This design comes from an exercise in tuning for small area, a short achievable clock period and few clock cycles per item on the open sky130 flow, not from production work.
RTL that was checked went through simulation tests only; none was proved equivalent to the original.
The RTL of runs 1 and 2 was laid out without a check of its function.

File: flow/config.mk
export PLATFORM = sky130hd
export DESIGN_NAME = ascon_core
export DESIGN_NICKNAME = ascon_core
export VERILOG_FILES = /design/flow/design.v
export SDC_FILE = /design/flow/constraint.sdc
export NUM_CORES = 8
export LEC_CHECK = 0
export CAP_MARGIN = 30
export CORE_MARGIN = 2
export CORE_UTILIZATION = 60
export SLEW_MARGIN = 30
File: flow/constraint.sdc
create_clock -name core_clock -period 13.0 [get_ports {clk}]
set_input_delay 2.6000 -clock core_clock [delete_from_list [all_inputs] [get_ports {clk}]]
set_output_delay 2.6000 -clock core_clock [all_outputs]
set_load 0.01 [all_outputs]
File: flow/design.v
`timescale  1ns/1ps
module ascon_round (
	input  wire [7:0]   rc,
	input  wire [319:0] s_i,
	output wire [319:0] s_o
);
	wire [63:0] x0 = s_i[319:256];
	wire [63:0] x1 = s_i[255:192];
	wire [63:0] x2 = s_i[191:128] ^ {56'h0, rc};
	wire [63:0] x3 = s_i[127:64];
	wire [63:0] x4 = s_i[63:0];
	wire [63:0] a0 = x0 ^ x4;
	wire [63:0] a4 = x4 ^ x3;
	wire [63:0] a2 = x2 ^ x1;
	wire [63:0] t0 = a0 ^ (~x1 & a2);
	wire [63:0] t1 = x1 ^ (~a2 & x3);
	wire [63:0] t2 = a2 ^ (~x3 & a4);
	wire [63:0] t3 = x3 ^ (~a4 & a0);
	wire [63:0] t4 = a4 ^ (~a0 & x1);
	wire [63:0] y0 = t0 ^ t4;
	wire [63:0] y1 = t1 ^ t0;
	wire [63:0] y2 = ~t2;
	wire [63:0] y3 = t3 ^ t2;
	wire [63:0] y4 = t4;
	assign s_o[319:256] = y0 ^ {y0[18:0], y0[63:19]} ^ {y0[27:0], y0[63:28]};
	assign s_o[255:192] = y1 ^ {y1[60:0], y1[63:61]} ^ {y1[38:0], y1[63:39]};
	assign s_o[191:128] = y2 ^ {y2[0],    y2[63:1]}  ^ {y2[5:0],  y2[63:6]};
	assign s_o[127:64]  = y3 ^ {y3[9:0],  y3[63:10]} ^ {y3[16:0], y3[63:17]};
	assign s_o[63:0]    = y4 ^ {y4[6:0],  y4[63:7]}  ^ {y4[40:0], y4[63:41]};
endmodule
module ascon_rounds #(parameter NR = 4) (
	input  wire [2:0]   k,
	input  wire [319:0] s_i,
	output wire [319:0] s_o
);
	wire [319:0] s [0:NR];
	assign s[0] = s_i;
	genvar j;
	generate
		for (j = 0; j < NR; j = j + 1) begin : g_round
			wire [3:0] idx = k * NR + j;
			ascon_round u_round (.rc({4'hf - idx, idx}), .s_i(s[j]), .s_o(s[j+1]));
		end
	endgenerate
	assign s_o = s[NR];
endmodule
`timescale  1ns/1ps
module ascon_core (
	input wire clk,
	input wire rst_n,
	input wire [127:0] key,
	input wire [127:0] nonce,
	input wire [1:0] sel_type,
	input wire mode_sel_encrypt_decrypt,
	input wire [31:0] data_length,
	input wire [31:0] data_position,
	input wire [127:0] data_in,
	output wire [127:0] data_out,
	input wire process_en_init,
	input wire process_en_AD_AM,
	input wire process_en_encrypt_decrypt,
	input wire process_en_hash,
	input wire process_en_final,
	output wire [127:0] tag,
	output wire done,
	output wire err
);
localparam NR  = 4;               
localparam P12 = 12 / NR;         
localparam P8  = 8 / NR;          
localparam [63:0] IV_AEAD = 64'h00001000808c0001;
localparam [319:0] PRE_HASH = (NR == 2) ?
	320'hd0dec9d479f0af4e_7f0feea630079ddc_2cf6dc20c037822f_948dfde831a83e05_dd78040e4043feae :
	320'h4740f245bc0c76ff_d578071adf1fb690_45ba4d506337ff24_8c4a8e07fbd955bb_d525610bfcfde575;
localparam [319:0] PRE_XOF  = (NR == 2) ?
	320'he924e7d906926c2f_60584a8fcc003863_979d0158c8a59d3b_d433b017e5d03a4b_3927cd25b0d5185c :
	320'h0519bbffa8745179_c8a682bea352b71e_55a2131bc1115dac_d74a922e079c137a_1a3c0e8ba19b67b6;
localparam [319:0] PRE_CXOF = (NR == 2) ?
	320'hdbe98318ee6adc1a_0203b625b2e4106c_c835fb883fad4657_068f9fbb0422d745_d75f32eab5baeec6 :
	320'h309b08246a320292_cf3993a8bbf5775b_52d6b4b4f664c208_0c64590081e89fe0_b073f5f7464b1ad6;
wire en_i = process_en_init;
wire en_a = process_en_AD_AM;
wire en_c = process_en_encrypt_decrypt;
wire en_h = process_en_hash;
wire en_f = process_en_final;
wire multi = (en_i & (en_a | en_c | en_h | en_f)) | (en_a & (en_c | en_h | en_f)) |
             (en_c & (en_h | en_f)) | (en_h & en_f);
assign err = (data_length < data_position) | multi;
reg  [2:0]   pend;    
reg          fin;     
reg          kx;      
reg          ds;      
reg  [2:0]   kp;      
reg  [319:0] S;
reg  [127:0] dout;
wire aead  = (sel_type == 2'b00);
wire [31:0] lmp = data_length - data_position;
wire full16 = |lmp[31:4];
wire full8  = |lmp[31:3];
wire len0   = ~|data_length;
wire p_le1  = (pend <= 3'd1);
wire comp   = (pend == 3'd1);         
wire adz    = en_a & aead & len0;                     
wire ab_ad  = en_a & p_le1 & ~(aead & len0);          
wire ab_c   = en_c & ~fin & p_le1;                    
wire ab_x   = ab_ad | ab_c;
wire last_c = ab_c & ~full16;                         
assign done = en_i | (en_a & (p_le1 | adz)) | ((en_c | en_h | en_f) & fin);
wire [319:0] R;
ascon_rounds #(.NR(NR)) u_rounds (.k(kp), .s_i(S), .s_o(R));
wire kx_ap = comp & (kx | en_f);
wire ds_ap = comp & (ds | adz);
wire [63:0] r3 = R[127:64] ^ ({64{kx_ap}} & key[127:64]) ^ ({64{last_c}} & key[63:0]);
wire [63:0] r4 = R[63:0]   ^ ({64{kx_ap}} & key[63:0])   ^ {ds_ap, 63'b0};
wire [63:0] r2 = R[191:128] ^ ({64{last_c}} & key[127:64]);
wire [3:0] n = aead ? lmp[3:0] : {1'b0, lmp[2:0]};
wire fl = aead ? full16 : full8;
wire dec = en_c & mode_sel_encrypt_decrypt;
wire [127:0] rate = R[319:192];
reg  [127:0] rate_n, out_n;
integer b;
always @(*) begin
	for (b = 0; b < 16; b = b + 1) begin : g_byte
		reg in_b, pd_b;
		reg [7:0] r_b, d_b;
		if (b < 8) begin
			r_b = rate[64 + 8*b +: 8];
			d_b = data_in[64 + 8*b +: 8];
			in_b = fl | (b < n);
			pd_b = ~fl & (b == n);
		end else begin
			r_b = rate[8*(b-8) +: 8];
			d_b = data_in[8*(b-8) +: 8];
			in_b = aead & (fl | (b < n));
			pd_b = aead & ~fl & (b == n);
		end
		if (b < 8) begin
			out_n[64 + 8*b +: 8] = in_b ? (r_b ^ d_b) : 8'h00;
			if (!ab_x)                rate_n[64 + 8*b +: 8] = r_b;
			else if (dec & in_b)      rate_n[64 + 8*b +: 8] = d_b;
			else                      rate_n[64 + 8*b +: 8] = r_b ^ (in_b ? d_b : 8'h00) ^ {7'b0, pd_b};
		end else begin
			out_n[8*(b-8) +: 8] = in_b ? (r_b ^ d_b) : 8'h00;
			if (!ab_x)                rate_n[8*(b-8) +: 8] = r_b;
			else if (dec & in_b)      rate_n[8*(b-8) +: 8] = d_b;
			else                      rate_n[8*(b-8) +: 8] = r_b ^ (in_b ? d_b : 8'h00) ^ {7'b0, pd_b};
		end
	end
end
wire [319:0] load = aead ? {IV_AEAD, key, nonce} :
                    (sel_type == 2'b01) ? PRE_HASH :
                    (sel_type == 2'b10) ? PRE_XOF : PRE_CXOF;
wire pass = en_a | en_c | en_h | en_f;
always @(posedge clk) begin
	if (en_i)
		S <= load;
	else if (pass)
		S <= {rate_n, r2, r3, r4};
	dout <= en_h ? {R[319:256], 64'h0} : out_n;
end
assign data_out = dout;
assign tag = {S[63:0], S[127:64]};
always @(posedge clk or negedge rst_n) begin
	if (~rst_n) begin
		pend <= 3'd0;
		fin  <= 1'b0;
		kx   <= 1'b0;
		ds   <= 1'b0;
	end else if (err) begin
		pend <= 3'd0;
		fin  <= 1'b0;
		kx   <= 1'b0;
		ds   <= 1'b0;
	end else if (en_i) begin
		pend <= aead ? P12[2:0] : 3'd1;
		fin  <= 1'b0;
		kx   <= aead;
		ds   <= 1'b0;
	end else if (pass) begin
		if (comp) kx <= 1'b0;
		if (en_a) begin
			if (ab_ad) begin
				pend <= aead ? P8[2:0] : P12[2:0];
				ds   <= aead & ~full16;
			end else begin
				pend <= pend - (|pend);
				if (adz) ds <= ~comp;
				else if (comp) ds <= 1'b0;
			end
		end else if (en_c) begin
			if (fin) begin
				pend <= pend - 3'd1;
				fin  <= 1'b0;
			end else if (ab_c) begin
				pend <= full16 ? P8[2:0] : P12[2:0];
				fin  <= 1'b1;
				if (comp) ds <= 1'b0;
			end else begin
				pend <= pend - 3'd1;
			end
		end else if (en_h) begin
			if (fin) begin
				pend <= P12[2:0] - 3'd1;
				fin  <= 1'b0;
			end else begin
				pend <= pend - (|pend);
				fin  <= p_le1;
			end
		end else begin  
			if (fin) begin
				fin  <= 1'b0;
			end else begin
				pend <= pend - (|pend);
				fin  <= p_le1;
			end
		end
	end
end
always @(posedge clk or negedge rst_n) begin
	if (~rst_n)
		kp <= 3'd0;
	else if (en_i)
		kp <= aead ? 3'd0 : P12[2:0] - 3'd1;
	else if (pass) begin
		if (ab_ad)
			kp <= aead ? P12[2:0] - P8[2:0] : 3'd0;
		else if (ab_c)
			kp <= full16 ? P12[2:0] - P8[2:0] : 3'd0;
		else if (en_h & ~fin & p_le1)
			kp <= 3'd0;
		else
			kp <= kp + 3'd1;
	end
end
endmodule
File: flow/flow/run.sh
#!/bin/bash
# The standard layout with two changes: timing repair aims at a shorter
# period than the clock's, and the port buffers are buf_2 cells.
set -euo pipefail
bash standard.sh SETUP_SLACK_MARGIN=5 'BUFFER_PORTS_ARGS=-buffer_cell sky130_fd_sc_hd__buf_2' finish > standard_flow.log 2>&1
File: flow/standard.sh
#!/bin/bash
# synth_recipe.tcl (not shown) runs the flow's synth.tcl, then flattens the netlist and writes it again
# the make line also repeats each setting of config.mk as NAME=value (left out here)
make -C /OpenROAD-flow-scripts/flow DESIGN_CONFIG=/design/flow/config.mk WORK_HOME=/design/flow/orfs CLKGATE_MAP_FILE= SYNTH_SCRIPT=/design/flow/synth_recipe.tcl "${@:-finish}"
==> results of run 1 <==
[cell usage after synthesis (19+ instances only)]
master    count  share of area [%]
xor3_1       47                1.2
o21a_1       20               0.16
maj3_1      147                1.6
and2b_1      29               0.23
o21ai_0     193                1.0
ha_1        555                7.4
mux2i_1     332                3.5
dfxtp_1     128                2.7
a21oi_1     458                2.4
o31ai_1      26               0.21
o21ai_1      44               0.23
xnor2_1    2177                 20
nor3_1       38               0.20
buf_4       128                1.0
inv_1       543                2.2
o211ai_1     27               0.22
maj3_2       24               0.29
xnor3_1     620                 15
mux2_2       55               0.66
xnor2_2     450                7.8
nand3_1      51               0.27
xnor3_2      43                1.1
clkbuf_1    171               0.68
nor2b_1     116               0.77
o22ai_1      20               0.13
a22o_1       33               0.31
edfxtp_1    320                 10
xor2_1      902                8.4
nand2b_1     63               0.42
xor2_2       59                1.0
nand2_1     830                3.3
and3_1       19               0.13
nor2_1      453                1.8
[per-layer routing]
metal | global-route usage [%] | overflow
met2 | 92.05 | 204
met4 | 75.38 | 142
met3 | 72.56 | 4
met5 | 53.11 | 1
met1 | 81.94 | 3
[worst min path at each step]
stage / startpoint / to / slack [ps] / depth (start not counted)
global placement: pend[1]$_DFFE_PN0P_ / pend[1]$_DFFE_PN0P_ / 470 / 2
floorplan: pend[1]$_DFFE_PN0P_ / pend[1]$_DFFE_PN0P_ / 450 / 2
CTS: pend[1]$_DFFE_PN0P_ / pend[1]$_DFFE_PN0P_ / 490 / 2
detailed placement: pend[1]$_DFFE_PN0P_ / pend[1]$_DFFE_PN0P_ / 470 / 2
[metrics by stage]
| step | hold slack, ps | instances | worst slack (ps) |
|---|---|---|---|
| 2_1_floorplan | 448.5 | 9465 | 4610 |
| 3_3_place_gp | 467.9 | 12070 | 2184 |
| 3_5_place_dp | 472.6 | 12070 | 2697 |
| 4_1_cts | 487.1 | 12310 | 4257 |
[cell families after synthesis]
logic type | Yosys count | share of synthesized area (%)
xor+xnor | 4321 | 55.13
simple gates | 1704 | 8.010
compound gates | 975 | 6.108
buf+inv | 884 | 4.057
fa+ha+maj | 727 | 9.237
flops | 456 | 13.13
mux | 398 | 4.330
[what timing repair did]
action,in CTS
cloned,1
buffers inserted,142
resized for setup,966
endpoints found under the setup margin,450
pin swaps,90
==> results.ini, run 1 <==
[run_status]
status = aborted with a tool error
stop_stage = global routing
tool.error = [ERROR GRT-0116] Global routing finished with congestion. Check the congestion regions in the DRC Viewer.

[place]
gp_congestion = 1.360
place_area_um2 = 101100
hpwl_mm = 511.3
numPortBuffers = 715

[global_route]
grt_use_total_pct = 81.08
grt_pass1_wl_mm = 889.3
overflow = 354
grt_pass1_vias = 93510
grt_max_degree = 166

[clock_network]
cts_hold_buf = 0
cts.htree.levels = 2
cts_buffer_depth = 3
root_buffer = clkbuf_16
cts_buffers = 52
cts.sinks = 456

[floorplan]
rows = 145
die_x_um = 400.3
start_util_pct = 60.41
dieHeight_um = 400.3
pin_count = 716

[yosys]
synth_edf_count = 320
synth-seq-cells = 456
avgSynthCellArea_um2 = 9.958
yosysSeqAreaShare_pct = 13.13
synthArstFlopShare_pct = 1.754
syn_area_um2 = 94250
yosys_warnings = 2
synth.distinct_cells = 108
syn-num-nets = 10480
synth_flop_cell = edfxtp_1
syn_inst = 9465

==> inputs of run 2 (changes only) <==
--- a/flow/config.mk
+++ b/flow/config.mk
@@ -8,4 +8,4 @@
 export CAP_MARGIN = 30
 export CORE_MARGIN = 2
-export CORE_UTILIZATION = 60
+export CORE_UTILIZATION = 45
 export SLEW_MARGIN = 30
==> run 2 against run 1 <==
Now fails the layout checks on capacitance limit, slew limit. Synthesized area stayed put. Synthesized cell count unchanged.
==> results.ini, run 2 <==
[run_status]
status = complete, but fails checks  ; was aborted with a tool error
violations = capacitance limit, slew limit

[global_route]
grt-busiest-layer = met2
grt_use_total_pct = 62.43
met3_usage_pct = 42.75
grt_max_degree = 138
grt_pass1_vias = 81350
met2_usage_pct = 78.33
antenna_found_initial = 93
overflow = 0
met1_usage_pct = 65.40
grt_pass1_wl_mm = 849.5

[yosys]
avgSynthCellArea_um2 = 9.958  ; unchanged
netlist_top_cells_area = xnor2_1 (20%), xnor3_1 (15%), edfxtp_1 (10%), xor2_1 (8.4%), xnor2_2 (7.8%)  ; unchanged
synth_common_cells = xnor2_1 (2177), xor2_1 (902), nand2_1 (830), xnor3_1 (620), ha_1 (555)  ; unchanged
syn_area_um2 = 94250  ; unchanged
syn_inst = 9465  ; unchanged
synth-seq-cells = 456  ; unchanged
yosys_warnings = 2  ; unchanged
yosysTopAreaCell = xnor2_1  ; unchanged
synth_flop_cell = edfxtp_1  ; unchanged
synth_most_common_cell = xnor2_1  ; unchanged
synth_edf_count = 320  ; unchanged
yosysTopAreaCellShare_pct = 20.23  ; unchanged
synthArstFlopShare_pct = 1.754  ; unchanged
synth.distinct_cells = 108  ; unchanged
yosysSeqAreaShare_pct = 13.13  ; unchanged
syn-num-nets = 10480  ; unchanged

[floorplan]
die_x_um = 461.7  ; was 400.3 um
start_util_pct = 45.38  ; was 60.41%
core_area_um2 = 207700
rows = 167  ; was 145
dieArea_um2 = 213100
dieHeight_um = 461.7  ; was 400.3 um
pin_count = 716  ; unchanged

[finish]
nets = 11730
final_cell_mix = xnor2_1 (1430), nand2_1 (823), xnor2_2 (775)
largest-register = S
instances_no_fill = 13640
synthToLayoutAreaGrowth_pct = 30.56
largest_reg_flops = 320
top_regs = S x320, dout x128, pend x3
stdcell_area_um2 = 123000
final_common_cell = xnor2_1
drive_gt1_share_pct = 33.09

[route]
dr.pass1.iters = 13
drc_errors = 0
drt_iter0_drc = 17350
vias_per_cell = 6.700
routedWlPerCell_um = 50.55
num_vias = 91350
ant_nets = 0
totalWireLength_mm = 689.2

[clock_network]
cts.htree.levels = 2  ; unchanged
root_buffer = clkbuf_16  ; unchanged
cts_buffer_depth = 3  ; unchanged
cts.sinks = 456  ; unchanged
clkLatencyLatePin_ps = 710
cts_buffers = 51  ; was 52
clk_pin_slew_worst_paths_ps = 70
cts_tree = yes

[timing]
rsz0062_at_grt = true
skew_ps = 43.86
slew_headroom_pct = -58.09
finalCritPeriodShare_pct = 72.86
setup_tns_ps = 0
slew_violations = 2
max_freq_ghz = 0.1056
period_needed_ps = 9472
timing.hold.ws_ps = 494.5
finalSetupViolations = 0
tightestPinTransition_ps = 2347
finalHoldViolCount = 0

[worst_setup_path]
cp-start-kind = flip-flop
cp_data_required_time_ps = 13320
worst-setup-path-type = reg2reg
endpoint_kind = flip-flop
critPathMaxFanout = 4
cp.arrival_ps = 9790

[place]
place_area_um2 = 103600  ; was 101100 um2
numPortBuffers = 715  ; unchanged
hpwl_mm = 585.7  ; was 511.3 mm
dpl.cell_count = 12920  ; was 12070
gp_congestion = 1.283  ; was 1.360

[hold_path]
min_path_type = reg2reg

[run]
maxCapViolations = 1

[run 2: cell counts after synthesis]
Identical to the previous run, type by type.
[run 2: final cells by class]
class / instances / area (um2)
well taps: 2788 / 3488
diodes: 94 / 235.2
inverters: 562 / 2123
repair buffers: 1517 / 11310
clock inverters: 32 / 271.5
fillers: 17330 / 84650
flip-flops and latches: 456 / 12370
clock buffers: 61 / 1449
multi-input cells: 8125 / 91800
[run 2: cells by family (layout without fill, tap and decap cells)]
kind of cell,Yosys count,after routing,synth area share (%)
fa+ha+maj,727,727,9.237
flops,456,456,13.13
buf+inv,884,2172,4.057
simple gates,1704,1704,8.010
xor+xnor,4321,4321,55.13
mux,398,398,4.330
other cells,0,94,0
compound gates,975,975,6.108
[run 2: repair_timing]
item | 4_1_cts | 5_1_grt
hold buffers | 0 | 0
pin swaps | 167 | 161
buffers inserted | 267 | 257
resized for setup | 1124 | 434
setup endpoints to repair | 449 | 338
[run 2: metal layers]
layer / vias to the layer above / wire (um)
li1: 33850 / -
met1: 44170 / 216500
met2: 9929 / 245000
met3: 3326 / 128600
met4: 74 / 94990
met5: - / 4060
[run 2: final timing paths]
| kind | startpoint | end | slack (ps) | cells after the start |
|---|---|---|---|---|
| max reg2reg | S[37]$_DFFE_PP_ | S[235]$_DFFE_PP_ | 3530 | 19 |
| max in group asynchronous | rst_n | kp[1]$_DFFE_PN0P_ | 10810 | 1 |
| min reg2reg | pend[1]$_DFFE_PN0P_ | pend[1]$_DFFE_PN0P_ | 490 | 2 |
| max | S[37]$_DFFE_PP_ | S[235]$_DFFE_PP_ | 3530 | 19 |
| min | pend[1]$_DFFE_PN0P_ | pend[1]$_DFFE_PN0P_ | 490 | 2 |
| min in group asynchronous | rst_n | pend[1]$_DFFE_PN0P_ | 1850 | 1 |
[run 2: through the flow]
step	setup slack (ps)	util, %
6_report	3528	59.24
5_1_grt	3975	59.19
4_1_cts	4096	56.26
3_5_place_dp	2177	49.89
3_3_place_gp	1358	49.26
2_1_floorplan	4610	-
[run 2: critical path, stage by stage (launching register included)]
cell      delay (ps)
edfxtp_1         470
ha_1             390
xor2_2           700
xnor3_1         1180
inv_1            120
ha_1             420
xnor2_1          200
xnor2_2          370
xnor3_1          720
xor2_2           320
nor2b_4          230
xor2_2           370
xnor3_1          540
xnor3_1          440
xnor3_2          570
xnor2_2          230
xnor2_2          330
mux2i_1          220
a21oi_1          220
o21ai_1          990
==> inputs of run 3 (changes only) <==
--- a/flow/design.v
+++ b/flow/design.v
@@ -30,6 +30,7 @@
 endmodule
 module ascon_rounds #(parameter NR = 4) (
-	input  wire [2:0]   k,
+	input  wire [3:0]   rs,
 	input  wire [319:0] s_i,
+	output wire [319:0] s_m,
 	output wire [319:0] s_o
 );
@@ -39,8 +40,9 @@
 	generate
 		for (j = 0; j < NR; j = j + 1) begin : g_round
-			wire [3:0] idx = k * NR + j;
-			ascon_round u_round (.rc({4'hf - idx, idx}), .s_i(s[j]), .s_o(s[j+1]));
+			wire [3:0] idx = rs + j;
+			ascon_round u_round (.rc({~idx, idx}), .s_i(s[j]), .s_o(s[j+1]));
 		end
 	endgenerate
+	assign s_m = s[NR-1];
 	assign s_o = s[NR];
 endmodule
@@ -66,16 +68,19 @@
 	output wire err
 );
-localparam NR  = 4;               
+localparam NR  = 2;               
 localparam P12 = 12 / NR;         
-localparam P8  = 8 / NR;          
+localparam P8  = (8 + NR - 1) / NR;   
 localparam [63:0] IV_AEAD = 64'h00001000808c0001;
 localparam [319:0] PRE_HASH = (NR == 2) ?
-	320'hd0dec9d479f0af4e_7f0feea630079ddc_2cf6dc20c037822f_948dfde831a83e05_dd78040e4043feae :
+	320'hd0dec9d479f0af4e_7f0feea630079ddc_2cf6dc20c037822f_948dfde831a83e05_dd78040e4043feae : (NR == 3) ?
+	320'h68e7c04817fa1028_34d5a66ed67395ff_7decddb111155115_5cc7b9bc9847ff9e_2e031180ce14fa02 :
 	320'h4740f245bc0c76ff_d578071adf1fb690_45ba4d506337ff24_8c4a8e07fbd955bb_d525610bfcfde575;
 localparam [319:0] PRE_XOF  = (NR == 2) ?
-	320'he924e7d906926c2f_60584a8fcc003863_979d0158c8a59d3b_d433b017e5d03a4b_3927cd25b0d5185c :
+	320'he924e7d906926c2f_60584a8fcc003863_979d0158c8a59d3b_d433b017e5d03a4b_3927cd25b0d5185c : (NR == 3) ?
+	320'he933e79017a167c8_055e437ed5278b64_1a03ee3dcf9634af_d23498accdaaf40a_a26d7ce9b4192078 :
 	320'h0519bbffa8745179_c8a682bea352b71e_55a2131bc1115dac_d74a922e079c137a_1a3c0e8ba19b67b6;
 localparam [319:0] PRE_CXOF = (NR == 2) ?
-	320'hdbe98318ee6adc1a_0203b625b2e4106c_c835fb883fad4657_068f9fbb0422d745_d75f32eab5baeec6 :
+	320'hdbe98318ee6adc1a_0203b625b2e4106c_c835fb883fad4657_068f9fbb0422d745_d75f32eab5baeec6 : (NR == 3) ?
+	320'h6986ffeb003a0c41_790848de327de421_b04acfeedd8a5a88_9f7647711d3f6b00_c74ab073fc762ebe :
 	320'h309b08246a320292_cf3993a8bbf5775b_52d6b4b4f664c208_0c64590081e89fe0_b073f5f7464b1ad6;
 wire en_i = process_en_init;
@@ -84,12 +89,13 @@
 wire en_h = process_en_hash;
 wire en_f = process_en_final;
-wire multi = (en_i & (en_a | en_c | en_h | en_f)) | (en_a & (en_c | en_h | en_f)) |
-             (en_c & (en_h | en_f)) | (en_h & en_f);
-assign err = (data_length < data_position) | multi;
+ascon_err u_err (
+	.data_length(data_length), .data_position(data_position),
+	.en({en_i, en_a, en_c, en_h, en_f}), .err(err)
+);
 reg  [2:0]   pend;    
 reg          fin;     
 reg          kx;      
 reg          ds;      
-reg  [2:0]   kp;      
+reg  [3:0]   rs;      
 reg  [319:0] S;
 reg  [127:0] dout;
@@ -107,6 +113,7 @@
 wire last_c = ab_c & ~full16;                         
 assign done = en_i | (en_a & (p_le1 | adz)) | ((en_c | en_h | en_f) & fin);
-wire [319:0] R;
-ascon_rounds #(.NR(NR)) u_rounds (.k(kp), .s_i(S), .s_o(R));
+wire [319:0] R, Rm, Ro;
+ascon_rounds #(.NR(NR)) u_rounds (.rs(rs), .s_i(S), .s_m(Rm), .s_o(Ro));
+assign R = (NR == 3 && rs == 4'd10) ? Rm : Ro;
 wire kx_ap = comp & (kx | en_f);
 wire ds_ap = comp & (ds | adz);
@@ -167,9 +174,4 @@
 		kx   <= 1'b0;
 		ds   <= 1'b0;
-	end else if (err) begin
-		pend <= 3'd0;
-		fin  <= 1'b0;
-		kx   <= 1'b0;
-		ds   <= 1'b0;
 	end else if (en_i) begin
 		pend <= aead ? P12[2:0] : 3'd1;
@@ -219,17 +221,39 @@
 always @(posedge clk or negedge rst_n) begin
 	if (~rst_n)
-		kp <= 3'd0;
+		rs <= 4'd0;
 	else if (en_i)
-		kp <= aead ? 3'd0 : P12[2:0] - 3'd1;
+		rs <= aead ? 4'd0 : 4'd12 - NR[3:0];
 	else if (pass) begin
 		if (ab_ad)
-			kp <= aead ? P12[2:0] - P8[2:0] : 3'd0;
+			rs <= aead ? 4'd4 : 4'd0;
 		else if (ab_c)
-			kp <= full16 ? P12[2:0] - P8[2:0] : 3'd0;
+			rs <= full16 ? 4'd4 : 4'd0;
 		else if (en_h & ~fin & p_le1)
-			kp <= 3'd0;
+			rs <= 4'd0;
 		else
-			kp <= kp + 3'd1;
-	end
-end
-endmodule
+			rs <= rs + NR[3:0];
+	end
+end
+endmodule
+module ascon_err (
+	input  wire [31:0] data_length,
+	input  wire [31:0] data_position,
+	input  wire [4:0]  en,
+	output wire        err
+);
+	wire multi = (en[4] & (|en[3:0])) | (en[3] & (|en[2:0])) | (en[2] & (|en[1:0])) | (en[1] & en[0]);
+	reg len_lt;
+	always @(*) begin : cmp
+		reg [31:0] lt, eq;
+		integer w, i;
+		lt = ~data_length & data_position;
+		eq = ~(data_length ^ data_position);
+		for (w = 1; w < 32; w = w * 2)
+			for (i = 0; i < 32; i = i + 2 * w) begin
+				lt[i] = lt[i + w] | (eq[i + w] & lt[i]);
+				eq[i] = eq[i + w] & eq[i];
+			end
+		len_lt = lt[0];
+	end
+	assign err = len_lt | multi;
+endmodule
==> flow/run.sh (new file) <==
#!/bin/bash
# synth_recipe.tcl (not shown) runs the flow's synth.tcl, then flattens the netlist and writes it again
# the make line also repeats each setting of config.mk as NAME=value (left out here)
make -C /OpenROAD-flow-scripts/flow DESIGN_CONFIG=/design/flow/config.mk WORK_HOME=/design/flow/orfs CLKGATE_MAP_FILE= SYNTH_SCRIPT=/design/flow/synth_recipe.tcl finish
--- a/flow/config.mk
+++ b/flow/config.mk
@@ -8,4 +8,5 @@
 export CAP_MARGIN = 30
 export CORE_MARGIN = 2
-export CORE_UTILIZATION = 45
+export CORE_UTILIZATION = 40
+export SETUP_SLACK_MARGIN = 5
 export SLEW_MARGIN = 30
removed: flow/flow/run.sh
removed: flow/standard.sh
==> run 3 against run 2 <==
Now clean on timing, DRC and antenna. Non-clock buffer count down 521. First-iteration DRC count fell by 44%. Setup slack better by 1500 ps. Final area shrank 39%. Synthesized area decreased by 36%. Via count fell by 35%. Sequential share of layout area is 6.6 points higher. Maximum frequency increased by 19%. Clock-buffer cell count up 22. Critical endpoint is now err.
==> results.ini, run 3 <==
[hold_path]
whs_path_depth = 1  ; was 2
min_path_type = reg2reg  ; unchanged

[timing]
skew_ps = 46.92  ; was 43.86 ps
rsz0062_at_grt = true  ; unchanged
setup_tns_ps = 0  ; unchanged
tightestPinTransition_ps = 1189  ; was 2347 ps
finalCritPeriodShare_pct = 61.12  ; was 72.86%
finalSetupViolations = 0  ; unchanged
period_needed_ps = 7946  ; was 9472 ps
max_freq_ghz = 0.1259  ; was 0.1056 GHz
finalHoldViolCount = 0  ; unchanged
slew_violations = 0  ; was 2
slew_headroom_pct = 20.15  ; was -58.09%

[global_route]
overflow = 0  ; unchanged
antenna_found_initial = 52  ; was 93
grt_pass1_vias = 55510  ; was 81350
grt_max_degree = 131  ; was 138
grt_use_total_pct = 51.35  ; was 62.43%
grt_pass1_wl_mm = 520.3  ; was 849.5 mm

[floorplan]
dieArea_um2 = 154000  ; was 213100 um2
core_area_um2 = 149800  ; was 207700 um2
rows = 142  ; was 167
dieHeight_um = 392.4  ; was 461.7 um
die_x_um = 392.4  ; was 461.7 um
start_util_pct = 40.29  ; was 45.38%
pin_count = 716  ; unchanged

[clock_network]
root_buffer = clkbuf_16  ; unchanged
cts_hold_buf = 0  ; unchanged
cts.htree.levels = 2  ; unchanged
clk_pin_slew_worst_paths_ps = 60  ; was 70 ps
cts_buffers = 61  ; was 51
clkLatencyLatePin_ps = 740  ; was 710 ps
cts_buffer_depth = 3  ; unchanged
cts_tree = yes  ; unchanged
cts.sinks = 457  ; was 456

[finish]
final_cell_mix = xnor2_1 (1577), clkdlybuf4s50_1 (708), nand2_1 (699)  ; was xnor2_1 (1430), nand2_1 (823), xnor2_2 (775)
final_common_cell = xnor2_1  ; unchanged
multiInputGateArea_um2 = 46740  ; was 91800 um2
seq_area_um2 = 12400  ; was 12370 um2
nets = 8423  ; was 11730
top_regs = S x320, dout x128  ; was S x320, dout x128, pend x3
fillers = 14100  ; was 17330
drive_gt1_share_pct = 9.525  ; was 33.09%
largest_reg_flops = 320  ; unchanged
largest-register = S  ; unchanged
synthToLayoutAreaGrowth_pct = 23.64  ; was 30.56%

[place]
gp_congestion = 1.202  ; was 1.283
numPortBuffers = 715  ; unchanged
hpwl_mm = 344.5  ; was 585.7 mm

[yosys]
synthArstFlopShare_pct = 1.969  ; was 1.754%
netlist_top_cells_area = xnor2_1 (25%), edfxtp_1 (16%), xor2_1 (8.8%), ha_1 (6.9%), xnor3_1 (4.5%)  ; was xnor2_1 (20%), xnor3_1 (15%), edfxtp_1 (10%), xor2_1 (8.4%), xnor2_2 (7.8%)
synth_flop_cell = edfxtp_1  ; unchanged
avgSynthCellArea_um2 = 8.706  ; was 9.958 um2
yosysTopAreaCell = xnor2_1  ; unchanged
yosys_warnings = 3  ; was 2
synth_most_common_cell = xnor2_1  ; unchanged
synth_common_cells = xnor2_1 (1738), nand2_1 (701), xor2_1 (604), nor2_1 (453), a21oi_1 (426)  ; was xnor2_1 (2177), xor2_1 (902), nand2_1 (830), xnor3_1 (620), ha_1 (555)
synth.distinct_cells = 101  ; was 108
syn-num-nets = 7722  ; was 10480
synth_edf_count = 320  ; unchanged
yosysTopAreaCellShare_pct = 25.22  ; was 20.23%
yosysSeqAreaShare_pct = 20.54  ; was 13.13%
syn_area_um2 = 60350  ; was 94250 um2
synth-seq-cells = 457  ; was 456
syn_inst = 6932  ; was 9465

[route]
dr.pass1.iters = 7  ; was 13
num_vias = 59590  ; was 91350
vias_per_cell = 6.125  ; was 6.700
drc_errors = 0  ; unchanged
ant_nets = 0  ; unchanged
totalWireLength_mm = 406.3  ; was 689.2 mm
drt_iter0_drc = 9671  ; was 17350
routedWlPerCell_um = 41.77  ; was 50.55 um

[worst_setup_path]
crit_start = data_length[4]  ; was S[37]$_DFFE_PP_
reg2reg_from = S[285]$_DFFE_PP_  ; was S[37]$_DFFE_PP_
endpoint_kind = output port  ; was flip-flop
r2r-end = S[239]$_DFFE_PP_  ; was S[235]$_DFFE_PP_
cp_data_required_time_ps = 10400  ; was 13320 ps
regToRegSetupSlack_ps = 6480  ; was 3530 ps
cp-start-kind = primary input  ; was flip-flop
worstSetupEndpoint = err  ; was S[235]$_DFFE_PP_
cp.arrival_ps = 5350  ; was 9790 ps
worst-setup-path-type = in2out  ; was reg2reg
critPathMaxFanout = 8  ; was 4
r2r_cells = 12  ; was 19

[run]
maxCapViolations = 0  ; was 1

[run_status]
status = finished clean  ; was complete, but fails checks

run 3: cell types whose count changed after synthesis, sizes merged, moves of 86 or more:
cell   previous run  this run
xnor2          2641      1770
ha              555       331
nand2           831       703
nor2b           131        45
inv             561       386
xnor3           663       123
xor2            961       614
mux2i           333       159
run 3: how the worst min path moves through the flow:
stage	start	to	slack, ps
after floorplan	pend[1]$_DFFE_PN0P_	pend[1]$_DFFE_PN0P_	480
after global routing	pend[1]$_DFFE_PN0P_	pend[1]$_DFFE_PN0P_	550
after detailed placement	pend[1]$_DFFE_PN0P_	pend[1]$_DFFE_PN0P_	500
final	pend[1]$_DFFE_PN0P_	pend[1]$_DFFE_PN0P_	520
after global placement	kx$_DFFE_PN0P_	kx$_DFFE_PN0P_	500
after CTS	pend[1]$_DFFE_PN0P_	pend[1]$_DFFE_PN0P_	510
run 3: worst max-delay path: stages:
cell	delay [ps]
clkdlybuf4s50_1	550
inv_1	100
ha_4	310
inv_1	60
o21bai_1	140
a21oi_1	90
o21bai_1	150
a21oi_1	100
nor3_2	170
a211oi_2	80
o41ai_2	360
a221oi_2	130
o311ai_1	310
buf_2	190
run 3: routing by layer:
metal / part of all wire [%] / GRT usage, % / vias to the layer above
met5: 0.051 / 0 / -
met4: 10 / 43.25 / 24
met3: 14 / 21.27 / 1352
met2: 40 / 71.85 / 4863
met1: 36 / 60.62 / 28900
li1: - / - / 24450
run 3: logic make-up (layout without fill, tap and decap cells):
logic type	after synthesis	count (layout)	synth area share, %
XOR/XNOR	2525	2525	40.48
adder cells (fa/ha/maj)	427	427	8.474
other	0	28	0
buffers and inverters	744	1497	5.511
flip-flops	457	457	20.54
AND/OR/NAND/NOR	1488	1488	10.65
AO/OA/AOI/OAI	1094	1094	11.00
multiplexers	197	197	3.346
run 3: layout make-up:
| cell class | count | share of cell area, % |
|---|---|---|
| antenna | 28 | 0.09391 |
| clock buffer | 83 | 2.364 |
| clock inverter | 32 | 0.4125 |
| inverter | 386 | 1.945 |
| multi-input combinational | 5731 | 62.65 |
| sequential | 457 | 16.62 |
| tap | 2016 | 3.381 |
| timing repair buffer | 996 | 12.54 |
run 3: through the flow:
stage          cells  util (%)  worst slack, ps  hold WS, ps  cell area (um2)
6_report        9729     49.82             5054        518.9            74610
5_1_grt         9713     49.79             4962        552.1            74570
4_1_cts         9694     49.54             4958        514.5            74200
3_5_place_dp    9575     48.06             4182        501.6            71980
3_3_place_gp    9572     47.36             4116        500.7            70930
2_1_floorplan   6932         -             5519        480.6            60350
run 3: repair_timing:
item | CTS | global route
buffers inserted | 4 | 5
pin swaps | 10 | 11
endpoints found under the setup margin | 2 | 2
resized for setup | 25 | 16
hold endpoints to repair | 0 | 0
Testbench counts of run 3, summed over its fixed seeds: cycles 10,447, bytes 24,606.
==> inputs of run 4 (changes only) <==
==> flow/flow/run.sh (new file) <==
#!/bin/bash
# The standard layout with three changes: the err logic (module ascon_err)
# is mapped on its own, timing repair aims at a shorter period than the clock's,
# and the port buffers are buf_2 cells.
set -euo pipefail
bash standard.sh SYNTH_KEEP_MODULES=ascon_err SETUP_SLACK_MARGIN=6.5 \
	'BUFFER_PORTS_ARGS=-buffer_cell sky130_fd_sc_hd__buf_2' finish > standard_flow.log 2>&1
==> flow/standard.sh (new file) <==
#!/bin/bash
# synth_recipe.tcl (not shown) runs the flow's synth.tcl, then flattens the netlist and writes it again
# the make line also repeats each setting of config.mk as NAME=value (left out here)
make -C /OpenROAD-flow-scripts/flow DESIGN_CONFIG=/design/flow/config.mk WORK_HOME=/design/flow/orfs CLKGATE_MAP_FILE= SYNTH_SCRIPT=/design/flow/synth_recipe.tcl "${@:-finish}"
--- a/flow/config.mk
+++ b/flow/config.mk
@@ -8,5 +8,4 @@
 export CAP_MARGIN = 30
 export CORE_MARGIN = 2
-export CORE_UTILIZATION = 40
-export SETUP_SLACK_MARGIN = 5
+export CORE_UTILIZATION = 45
 export SLEW_MARGIN = 30
removed: flow/run.sh
==> run 4 against run 3 <==
Still clean. Sequential share of layout area increased by 0.95 points. Die area down 12%. Critical endpoint is now done.
==> results.ini, run 4 <==
[run_status]
status = finished clean  ; unchanged

[route]
dr.pass1.iters = 9  ; was 7
drc_errors = 0  ; unchanged
drt_iter0_drc = 10740  ; was 9671
vias_per_cell = 6.413  ; was 6.125
num_vias = 61250  ; was 59590
routedWlPerCell_um = 40.69  ; was 41.77 um
totalWireLength_mm = 388.6  ; was 406.3 mm
ant_nets = 0  ; unchanged

[floorplan]
pin_count = 716  ; unchanged
dieHeight_um = 367.3  ; was 392.4 um
dieArea_um2 = 134900  ; was 154000 um2
rows = 133  ; was 142
start_util_pct = 45.23  ; was 40.29%
core_area_um2 = 131300  ; was 149800 um2
die_x_um = 367.3  ; was 392.4 um

[timing]
finalCritPeriodShare_pct = 53.09  ; was 61.12%
finalHoldViolCount = 0  ; unchanged
layout_setup_ws_ps = 6098  ; was 5054 ps
tightestPinTransition_ps = 1297  ; was 1189 ps
period_needed_ps = 6902  ; was 7946 ps
slew_violations = 0  ; unchanged
timing.hold.ws_ps = 511.8  ; was 518.9 ps
skew_ps = 59.75  ; was 46.92 ps
max_freq_ghz = 0.1449  ; was 0.1259 GHz
setup_tns_ps = 0  ; unchanged
rsz0062_at_grt = true  ; unchanged
finalSetupViolations = 0  ; unchanged
slew_headroom_pct = 12.91  ; was 20.15%

[global_route]
grt_use_total_pct = 54.97  ; was 51.35%
overflow = 0  ; unchanged
grt_max_degree = 145  ; was 131
antenna_found_initial = 52  ; unchanged
grt_pass1_wl_mm = 498.4  ; was 520.3 mm
grt_pass1_vias = 56270  ; was 55510

[finish]
synthToLayoutAreaGrowth_pct = 18.82  ; was 23.64%
seq_area_um2 = 12400  ; unchanged
nets = 8493  ; was 8423
fillers = 12060  ; was 14100
final_cell_mix = xnor2_1 (1674), nand2_1 (712), buf_2 (699)  ; was xnor2_1 (1577), clkdlybuf4s50_1 (708), nand2_1 (699)
top_regs = S x320, dout x128  ; unchanged
multiInputGateArea_um2 = 46160  ; was 46740 um2
utilization_pct = 53.75  ; was 49.82%
instances_no_fill = 9550  ; was 9729
largest-register = S  ; unchanged
drive_gt1_share_pct = 19.76  ; was 9.525%
largest_reg_flops = 320  ; unchanged
final_common_cell = xnor2_1  ; unchanged

[place]
numPortBuffers = 715  ; unchanged
post-place-ws_ps = 5244  ; was 4182 ps
gp_congestion = 1.214  ; was 1.202
dpl.cell_count = 9344  ; was 9575
hpwl_mm = 322.6  ; was 344.5 mm

[yosys]
synthArstFlopShare_pct = 1.969  ; unchanged
yosys_warnings = 3  ; unchanged
synth_most_common_cell = xnor2_1  ; unchanged
synth_common_cells = xnor2_1 (1840), nand2_1 (719), xor2_1 (704), a21oi_1 (508), nor2_1 (410)  ; was xnor2_1 (1738), nand2_1 (701), xor2_1 (604), nor2_1 (453), a21oi_1 (426)
synth_flop_cell = edfxtp_1  ; unchanged
syn_area_um2 = 59390  ; was 60350 um2
synth-seq-cells = 457  ; unchanged
netlist_top_cells_area = xnor2_1 (27%), edfxtp_1 (16%), xor2_1 (10%), ha_1 (7.0%), nand2_1 (4.5%)  ; was xnor2_1 (25%), edfxtp_1 (16%), xor2_1 (8.8%), ha_1 (6.9%), xnor3_1 (4.5%)
yosysTopAreaCellShare_pct = 27.14  ; was 25.22%
yosysSeqAreaShare_pct = 20.87  ; was 20.54%
synth_edf_count = 320  ; unchanged
syn-num-nets = 7732  ; was 7722
yosysTopAreaCell = xnor2_1  ; unchanged
avgSynthCellArea_um2 = 8.554  ; was 8.706 um2
synth.distinct_cells = 103  ; was 101
syn_inst = 6943  ; was 6932

[worst_setup_path]
reg2reg_from = S[75]$_DFFE_PP_  ; was S[285]$_DFFE_PP_
regToRegSetupSlack_ps = 6530  ; was 6480 ps
critPathMaxFanout = 67  ; was 8
cp.arrival_ps = 4300  ; was 5350 ps
r2r-end = S[251]$_DFFE_PP_  ; was S[239]$_DFFE_PP_
worst-setup-path-type = in2out  ; unchanged
cp_data_required_time_ps = 10400  ; about the same
r2r_cells = 13  ; was 12
endpoint_kind = output port  ; unchanged
cp-start-kind = primary input  ; unchanged

[hold_path]
min_path_type = reg2reg  ; unchanged
whs_path_depth = 2  ; was 1
min_from = kx$_DFFE_PN0P_  ; was pend[1]$_DFFE_PN0P_
holdPathEnd = kx$_DFFE_PN0P_  ; was pend[1]$_DFFE_PN0P_

[clock_network]
root_buffer = clkbuf_16  ; unchanged
clkLatencyLatePin_ps = 730  ; was 740 ps
clk_pin_slew_worst_paths_ps = 70  ; was 60 ps
cts_buffers = 56  ; was 61
cts.sinks = 457  ; unchanged
cts_buffer_depth = 3  ; unchanged
cts.htree.levels = 2  ; unchanged
cts_tree = yes  ; unchanged

[run]
maxCapViolations = 0  ; unchanged

[run 4: cell types whose count changed after synthesis, moves of 23 or more]
| cell | delta |
|---|---|
| xnor2_1 | +102 |
| xor2_1 | +100 |
| a21oi_1 | +82 |
| xnor3_1 | -80 |
| inv_1 | -43 |
| nor2_1 | -43 |
| a31oi_1 | -28 |
| nand2b_1 | -27 |
| nor2b_1 | +23 |
[run 4: metrics by stage]
stage	area, um2
final	70570
after CTS	69840
after floorplan	59440
after global placement	66240
after detailed placement	67100
after global routing	70510
[run 4: worst max path at each step]
stage / startpoint / slack, ps / end / cells after the start
floorplan: sel_type[0] / 6510 / done / 8
global placement: data_length[0] / 5170 / S[269]$_DFFE_PP_ / 18
detailed placement: sel_type[0] / 5240 / done / 10
CTS: sel_type[1] / 6190 / done / 10
global route: sel_type[0] / 6160 / done / 10
finish: process_en_init / 6100 / done / 4
[run 4: what timing repair did]
item	4_1_cts	5_1_grt
resized for setup	92	40
endpoints found under the setup margin	282	300
pin swaps	20	19
gates cloned	1	3
setup buffers	33	17
hold buffers	0	0
[run 4: metal layers]
layer	wire length (um)	share of wire, %	global-route usage, %
met5	412	0.11	1.282
met4	47250	12	51.66
met3	58190	15	23.48
met2	149000	38	75.23
met1	133700	34	63.73
[run 4: kinds of logic (layout without fill, tap and decap cells)]
logic type / after synthesis / after routing / synth area share [%]
multiplexers: 195 / 195 / 3.362
adder cells (fa/ha/maj): 411 / 411 / 8.334
other: 0 / 43 / 0
AO/OA/AOI/OAI: 1103 / 1103 / 11.08
AND/OR/NAND/NOR: 1455 / 1456 / 10.51
XOR/XNOR: 2632 / 2632 / 40.56
flip-flops: 457 / 457 / 20.87
buffers and inverters: 690 / 1498 / 5.269
[run 4: worst max-delay path: stages]
cell	delay (ps)
buf_8	430
clkinv_2	640
o211ai_1	380
buf_2	210
[run 4: modules after synthesis, one instance, submodules excluded]
module,cell area (um2),flops+latches,times used,cells inside
ascon_core,58580,457,1,6833
ascon_err,808.3,0,1,110
[run 4: layout make-up]
class	instances	share of cell area, %
Timing Repair Buffer	1048	9.041
Tap cell	1755	3.112
Multi-Input combinational cell	5797	65.41
Clock inverter	38	0.6897
Inverter	344	1.846
Antenna cell	43	0.1525
Clock buffer	68	2.183
Sequential cell	457	17.57

[static timing again, ports no longer ideal]
In the flow no input, the clock included, has a driving cell. The finished layouts below were timed again as built, in two steps.
Step 1: set_driving_cell puts a clkbuf_16 on clk and a buf_2 on each other input, an assumption about the parent block.
Step 2 times the ports against the registers' clock, not the clock port: input delays grow and output delays shrink by t, the midpoint of the rising clock arrivals with the driver on.
Three values: ideal, step 1, step 2; two values: the first two.
| run | t (ns) | setup WS [ns] | hold slack, ns | slew at the worst register clock pin (ns) | pins driven straight from the clock port |
|---|---|---|---|---|---|
| run 2 | 0.773 | 3.528 / 3.528 / 3.528 | 0.494 / 0.494 / 0.494 | 0.10 / 0.10 | 1 |
| run 3 | 0.815 | 5.054 / 5.030 / 4.556 | 0.519 / 0.519 / 0.519 | 0.08 / 0.08 | 1 |
| run 4 | 0.793 | 6.098 / 6.048 / 5.727 | 0.512 / 0.512 / 0.512 | 0.09 / 0.09 | 1 |
The setup slack of run 3, which loses most, moves by -0.024 ns with the drivers and by -0.498 ns with both steps.
